Background: an optimization exercise with open tools, aiming at small area, a short achievable clock period and few clock cycles per item. Do not read the settings as production practice.
The RTL of this run was laid out without a check of its function.
Power and IR drop assume default switching activity.

==> design.v <==
module fpadd (
    clk, reset, start,
    a, b,
    sum, 
    done,
    nan
);
    reg [23+2:0] mant_ar, mant_br;
    reg [23+2:0] mant_ar_next, mant_br_next;
    reg [8:0] exp_ar, exp_br;
    reg [8:0] exp_ar_next, exp_br_next;
    reg sign_ar, sign_br;
    reg sign_ar_next, sign_br_next;
    reg [23+2:0] mant_sum_temp;
    reg [23+2:0] mant_sum_temp_next;
    reg [23+1:0] mant_sum;
    reg [23+1:0] mant_sum_next;
    reg [8-1:0] exp_sum;
    reg [8-1:0] exp_sum_next;
    reg [31:0] sum_reg;
    reg [31:0] sum_reg_next;
    reg sign_sum_next;
    reg sign_sum;
    reg done_reg;
    reg done_reg_next;
    reg temp;
    reg temp_next;
    wire [23+2:0] mant_a, mant_b;
    wire [8-1:0] exp_a, exp_b;
    wire sign_a, sign_b;
    input clk, reset, start;
    input [31:0] a, b;
    output [31:0] sum;
    output done;
    output reg nan;
    reg nan_q;
    assign sum = sum_reg;
    assign done = done_reg;
    assign {sign_a, sign_b} = {a[32-1], b[32-1]};
    assign {exp_a, exp_b} = {a[32-2:32-9], b[32-2:32-9]};
    assign {mant_a, mant_b} = {1'b0,1'b0,1'b1,a[32-10:0],1'b0,1'b0,1'b1,b[32-10:0]};
localparam State_Initial = 4'd0,
            State_1 = 4'd1,
            State_2 = 4'd2,
            State_3 = 4'd3,
            State_4 = 4'd4,
            State_5 = 4'd5,
            State_6 = 4'd6,
            State_7 = 4'd7,
            State_8 = 4'd8,
            State_9 = 4'd9,
            State_10 = 4'd10;
    reg [3:0] current_state;
    reg [3:0] next_state;
    always @ (posedge clk) begin
        if (reset == 1 || start == 1) begin
            current_state <= State_Initial;
        end
        else begin
            current_state <= next_state;
            mant_ar_next <= mant_ar;
            mant_br_next <= mant_br;
            exp_ar_next <= exp_ar;
            exp_br_next <= exp_br;
            sign_ar_next <= sign_ar;
            sign_br_next <= sign_br;
            mant_sum_temp_next <= mant_sum_temp;
            mant_sum_next <= mant_sum;
            exp_sum_next <= exp_sum;
            sum_reg_next <= sum_reg;
            sign_sum_next <= sign_sum;
            done_reg_next <= done_reg;
            temp_next <= temp;
            nan_q <= nan;
        end
    end
    always @ (*) begin
        next_state = current_state;
        mant_ar = mant_ar_next;
        mant_br = mant_br_next;
        exp_ar = exp_ar_next;
        exp_br = exp_br_next;
        sign_ar = sign_ar_next;
        sign_br = sign_br_next;
        mant_sum_temp = mant_sum_temp_next;
        mant_sum = mant_sum_next;
        exp_sum = exp_sum_next;
        sum_reg = sum_reg_next;
        sign_sum = sign_sum_next;
        done_reg = done_reg_next;
        temp = temp_next;
        nan = nan_q;
        case(current_state)
            State_Initial: begin
                sum_reg = 0;    
                done_reg = 0;
                mant_ar = 0;
                mant_br = 0;
                exp_ar = 0;
                exp_br = 0;
                sign_ar = 0;
                sign_br = 0;
                mant_sum_temp = 0;
                mant_sum = 0;
                exp_sum = 0;
                sign_sum = 0;
                nan = 0;
                temp = 0;
                if (start != 1) begin
                    next_state = State_1;
                end
            end
            State_1: begin
                if (sign_a == 1 && sign_b == 0) begin
                    mant_ar = ~(mant_a) + 1;
                    mant_br = mant_b;
                end
                else if (sign_a == 0 && sign_b == 1) begin
                    mant_ar = mant_a;
                    mant_br = ~(mant_b) + 1;
                end
                else if (sign_a == 0 && sign_b == 0) begin
                    mant_ar = mant_a;
                    mant_br = mant_b;
                end
                else begin
                    mant_ar = ~(mant_a) + 1;
                    mant_br = ~(mant_b) + 1;
                end
                next_state = State_2;
            end
            State_2: begin
                if (exp_a > exp_b) begin
                    exp_ar = {1'b0, exp_a};
                    exp_br = ~{1'b0, exp_b} + 1;
                    {temp,exp_sum} = exp_ar + exp_br;
                        if (mant_br[23+2] == 1) begin
                            mant_br = ~(mant_br) + 1;
                            mant_br = mant_br >> exp_sum;
                            mant_br = ~(mant_br) + 1;
                        end
                        else begin
                            mant_br = mant_br >> exp_sum;
                        end
                    exp_sum = exp_a;
                end
                else if (exp_a < exp_b) begin
                    exp_br = {1'b0, exp_b};
                    exp_ar = ~{1'b0, exp_a} + 1;
                    {temp,exp_sum} = exp_ar + exp_br;
                        if (mant_ar[23+2] == 1) begin
                            mant_ar = ~(mant_ar) + 1;
                            mant_ar = mant_ar >> exp_sum;
                            mant_ar = ~(mant_ar) + 1;
                        end
                        else begin
                            mant_ar = mant_ar >> exp_sum;
                        end
                    exp_sum = exp_b;
                end
                else begin
                    exp_sum = exp_a;
                end
                next_state = State_3;
            end
            State_3: begin
                mant_sum_temp = mant_ar + mant_br;
                if (mant_sum_temp[23+2] == 1) begin
                    sign_sum = 1;
                    mant_sum_temp = ~(mant_sum_temp) + 1;
                    {temp, mant_sum} = mant_sum_temp;
                end
                else begin
                    sign_sum = 0;
                    {temp, mant_sum} = mant_sum_temp;
                end
                if (exp_a == 0 && mant_a[22:0] == 0) begin
                    next_state = State_4;                   
                end
                else if (exp_b == 0 && mant_b[22:0] == 0) begin
                    next_state = State_4;
                end
                else if (exp_a == 8'hff && mant_a[22:0] == 0) begin
                    next_state = State_4;              
                end
                else if (exp_b == 8'hff && mant_b[22:0] == 0) begin
                    next_state = State_4;
                end
                else if (exp_a == 8'hff && mant_a[22:0] != 0) begin
                    next_state = State_4;
                end
                else if (exp_b == 8'hff && mant_b[22:0] != 0) begin
                    next_state = State_4;
                end
                else if (mant_sum == 0) begin
                    next_state = State_4;
                end
                else if (mant_sum[23+1] == 0 && mant_sum[23] == 1) begin
                    next_state = State_5;
                end
                else if (mant_sum[23+1] == 1) begin
                    next_state = State_6;
                end
                else begin
                    next_state = State_7;
                end
            end
            State_4: begin
                if (exp_a == 8'hff && mant_a[22:0] != 0 && done_reg != 1) begin
                    sum_reg = 0;
                    nan = 1;
                    done_reg = 1;
                end
                else if (exp_b == 8'hff && mant_b[22:0] != 0 && done_reg != 1) begin
                    sum_reg = 0;
                    nan = 1;
                    done_reg = 1;
                end
                else if (exp_a == 0 && mant_a[22:0] == 0 && done_reg != 1) begin
                    sum_reg = b;
                    done_reg = 1;
                end
                else if (exp_b == 0 && mant_b[22:0] == 0 && done_reg != 1) begin
                    sum_reg = a;
                    done_reg = 1;
                end
                else if (exp_a == 8'hff && mant_a[22:0] == 0 && done_reg != 1) begin
                    sum_reg = a;
                    done_reg = 1;
                end
                else if (exp_b == 8'hff && mant_b[22:0] == 0 && done_reg != 1) begin
                    sum_reg = b;
                    done_reg = 1;
                end
                else if (mant_sum == 0 && done_reg != 1) begin
                    exp_sum = 0;
                    sum_reg = 0;
                    done_reg = 1;
                end
                if (start == 1) begin
                    next_state = State_Initial;
                end
            end
            State_5: begin                
                if (done_reg != 1) begin
                    exp_sum = exp_sum;
                    mant_sum = mant_sum;
                    sum_reg = {sign_sum, exp_sum, mant_sum[23-1:0]};
                    done_reg = 1;
                end
                if (start == 1) begin
                    next_state = State_Initial;
                end
            end
            State_6: begin
                if (done_reg != 1) begin
                    mant_sum = mant_sum >> 1;
                    exp_sum = exp_sum + 1;
                    sum_reg = {sign_sum, exp_sum, mant_sum[23-1:0]};
                    done_reg = 1;
                end
                if (start == 1) begin
                    next_state = State_Initial;
                end
            end
            State_7: begin
                if(mant_sum[23] == 1 && done_reg != 1) begin
                    sum_reg = {sign_sum, exp_sum, mant_sum[23-1:0]};
                    done_reg = 1;
                end
                else if (done_reg != 1) begin
                    mant_sum = mant_sum << 1;
                    exp_sum = exp_sum - 1;
                    next_state = State_8;               
                end
                if (start == 1) begin
                    next_state = State_Initial;
                end
            end
            State_8: begin
                next_state = State_7;
            end
        endcase
    end 
endmodule
==> run.sh <==
#!/bin/bash
# synth_recipe.tcl (not shown) runs the flow's synth.tcl, then flattens the netlist and writes it again
# the make line also repeats each setting of config.mk as NAME=value (left out here)
make -C /OpenROAD-flow-scripts/flow DESIGN_CONFIG=/design/flow/config.mk WORK_HOME=/design/flow/orfs CLKGATE_MAP_FILE= SYNTH_SCRIPT=/design/flow/synth_recipe.tcl finish
==> config.mk <==
export PLATFORM = sky130hd
export DESIGN_NAME = fpadd
export DESIGN_NICKNAME = fpadd
export VERILOG_FILES = /design/flow/design.v
export SDC_FILE = /design/flow/constraint.sdc
export NUM_CORES = 4
export LEC_CHECK = 0
export CAP_MARGIN = 20
export CORE_MARGIN = 2
export CORE_UTILIZATION = 40
export SLEW_MARGIN = 20
==> constraint.sdc <==
create_clock -name core_clock -period 13.0 [get_ports {clk}]
set_input_delay 2.6000 -clock core_clock [delete_from_list [all_inputs] [get_ports {clk}]]
set_output_delay 2.6000 -clock core_clock [all_outputs]
set_load 0.01 [all_outputs]
==> run summary <==
worst paths after layout:
path / endpoint / slack [ps] / depth (start not counted)
min: mant_sum_next[23]$_DFFE_PP_ / 600 / 2
max: sum[9] / 2800 / 16
max reg2reg: mant_ar_next[24]$_DFFE_PP_ / 6980 / 15
min reg2reg: mant_sum_next[23]$_DFFE_PP_ / 600 / 2
worst min-delay path, cell delays in order (launching register included):
cell and delay [ps]:
edfxtp_1 350, a22oi_1 70, o21ai_0 70
cells by family (layout without fill, tap and decap cells):
| kind of cell | after synthesis | after routing | synth area share |
|---|---|---|---|
| and+or+nand+nor | 1131 | 1131 | 0.271 |
| AOI/OAI and AO/OA | 1080 | 1080 | 0.346 |
| buffers and inverters | 312 | 262 | 0.0581 |
| xor gates and xnor gates | 153 | 153 | 0.0634 |
| DFF | 124 | 124 | 0.174 |
| muxes | 96 | 96 | 0.0559 |
| adders and majority gates | 52 | 52 | 0.0318 |
per-layer routing:
layer  share of wire  up-vias
li1                -    11248
met1            0.40    11998
met2            0.43     1878
met3            0.12      303
met4           0.049        2
met5         0.00011        -
power by group through the flow:
stage,combinational (uW),clock (uW),sequential (uW)
after floorplan,877,0,486
after global placement,1250,0,521
after detailed placement,1260,0,521
after CTS,1270,504,513
after global routing,1390,517,517
final,1320,498,517
cells in the mapped netlist (52+ instances only):
| cell | n | area share |
|---|---|---|
| a22oi_1 | 95 | 0.034 |
| a21oi_1 | 230 | 0.054 |
| nor3_1 | 103 | 0.024 |
| mux2i_1 | 63 | 0.030 |
| xnor2_1 | 87 | 0.036 |
| clkbuf_1 | 185 | 0.033 |
| inv_1 | 70 | 0.012 |
| o21ai_0 | 234 | 0.055 |
| nand3_1 | 94 | 0.022 |
| nor2_1 | 257 | 0.046 |
| edfxtp_1 | 120 | 0.17 |
| a211oi_1 | 52 | 0.018 |
| nand2_1 | 330 | 0.059 |
| xor2_1 | 66 | 0.027 |
flip-flops by register name, indices dropped and copies added, names as in the netlist:
| name | cells |
|---|---|
| sign_sum_next | 1 |
| current_state | 4 |
| mant_sum_next | 25 |
| mant_ar_next | 26 |
| sum_reg_next | 32 |
| nan_q | 1 |
| exp_sum_next | 8 |
| mant_br_next | 26 |
| done_reg_next | 1 |
per-stage QoR:
| step | setup WS (ps) | utilization |
|---|---|---|
| detailed placement | 2910 | 0.431 |
| global placement | 2940 | 0.431 |
| CTS | 2890 | 0.442 |
| global route | 2560 | 0.443 |
| finish | 2800 | 0.443 |
| floorplan | 4960 | - |
layout make-up:
| cell class | count | area (um^2) |
|---|---|---|
| clock buffers | 17 | 425 |
| clock inverters | 15 | 163 |
| fillers | 5364 | 29200 |
| inverters | 71 | 267 |
| multi-input cells | 2512 | 16400 |
| flip-flops and latches | 124 | 3680 |
| well taps | 688 | 861 |
| repair buffers | 159 | 1440 |
==> run summary <==
Total Routed Length 98.4 mm; CTS Buf Count 17; worst-path maximum fanout 33; post_cts resized 0; status timing/DRC/antenna clean; Layout area overhead 9.74%; combinational power share 0.565; Synth Instances 2948; Post-DRT Antenna Nets 0; max incr delay on CP approximately 700 ps; met3 Use GR 0.0634; setup TNS 0 ps; Int Power around 1200 uW; mapped cell area around 21000 um^2; worst r2r src mant_ar_next[9]$_DFFE_PP_; post-route design area 23200 um^2; cells along the critical path clkdlybuf4s50_1 > or4_1 > nor3_1 > nand4_1 > nand3b_1 > nor2_2 > buf_4 > a21o_1 > buf_4 > nand2_1 > o21ai_0 > nand2_1 > a21oi_1 > nor2_1 > a41oi_1 > clkdlybuf4s50_1; post-DR wirelength/cell 27.4 um; Critical-path top delay cell clkdlybuf4s50_1; Worst slew margin 0.158; n_diodes 0; vias in the first global route between 20000 and 25000; total setup buffers inserted after CTS 0; Mapped Nets 3067; post-synthesis cell type count 102; CP Capture Type output port; Clock Sinks 124; largest net degree at the start of global routing 59; clk buf depth 2; Hold Crit Class flip-flop to flip-flop; Flop pwr share 0.222; max cap viols 0; Non-Filler Instances 3586; clock group share of total power 0.213; Rows 84; clock latency (worst-skew pair) 460 ps; YS warnings 1; Hold Violations, Final 0; Detail Placement HPWL ~74 mm; RSZ-0062 raised after global routing no; Post-synth EDFFs 120; share of layout cells above drive strength 1 0.0763; total grt overflow 0; Worst-Margin Slew 1250 ps; Die X 234 um; Setup Skew 10.2 ps; final RePlAce weighted congestion 0.997; period utilization 0.784; DRC 0; flops & latches, synth 124; PD cells approximately 100 nW/um^2; clock slew at reported path FFs 60 ps; hold-fix buffers at CTS 0; crit path time final 10200 ps; Main synth FF type edfxtp_1; post-DR vias/cell 7.09; gr busiest metal met2; Iter 0 DRT Violations 3887; htree depth 4; sequential area share after synthesis 0.174; commonest non-fill, non-tap cells in the layout 330 x nand2_1, 251 x nor2_1, 233 x o21ai_0; synthesized area per cell 7.17 um^2; Worst Setup SP a[3]; IO Count 101; number of antenna violations at the first check in global routing 2; Critical Path RT 10400 ps; # setup viols final 0; Final Max Slew Viols 0; Startpoint Class input port; WP buf/inv 4; overall routing resource usage 0.349; PortBufs 100; Net Sw Power 1140 uW; CTS tree built; Die Y-Extent 234 um; commonest non-fill, non-tap cell in the layout nand2_1; Core Footprint about 52000 um^2; Nets 3004; met1 Track Usage GR 0.482; Async SR Flop Fraction 0; P_leak just under 0.008 uW; Total Power about 2300 uW; CP arrival 7600 ps; Peak VDD IR 0.0986 mV; total iterations of the first detailed-routing run 9; vias 25429; crit path kind input port to output port; Placement Cell Area 22600 um^2; CP top delay family simple AND/OR/NAND/NOR gates; Inst Count DP 3554; Min Hold Slack 597 ps; first-pass GRT wire length 146 mm; Die Footprint approximately 55000 um^2; Root Driver clkbuf_16; hold wc startpoint mant_sum_next[24]$_DFFE_PP_; Switching Fraction 0.489; max frequency 98.1 MHz; met2 GRT Util 0.532; Starting Density 0.403

-- static timing again, ports no longer ideal --
The flow's constraints put no driver on any port. The routed layout listed below was extracted and timed again, unchanged, in two steps. Step 1, drivers: a clkbuf_16 drives clk and a buf_2 each remaining input, both assumed. Step 2 times the ports against the registers' clock, not the clock port: input delays grow and output delays shrink by t, the midpoint of the rising clock arrivals with the driver on. Three values: ideal ports, drivers, drivers and shift; two values: the first two.
t, ns: 0.502
slack for setup (ns): 2.804 / 2.783 / 2.783
worst register clock-pin slew, ns: 0.07 / 0.07
worst slew at a driven data input, ns: 0.08
cell pins on the clock port's net: 1
After both steps this run still meets setup and hold. The setup slack of this run moves by -0.021 ns with the drivers and by -0.021 ns with both steps.
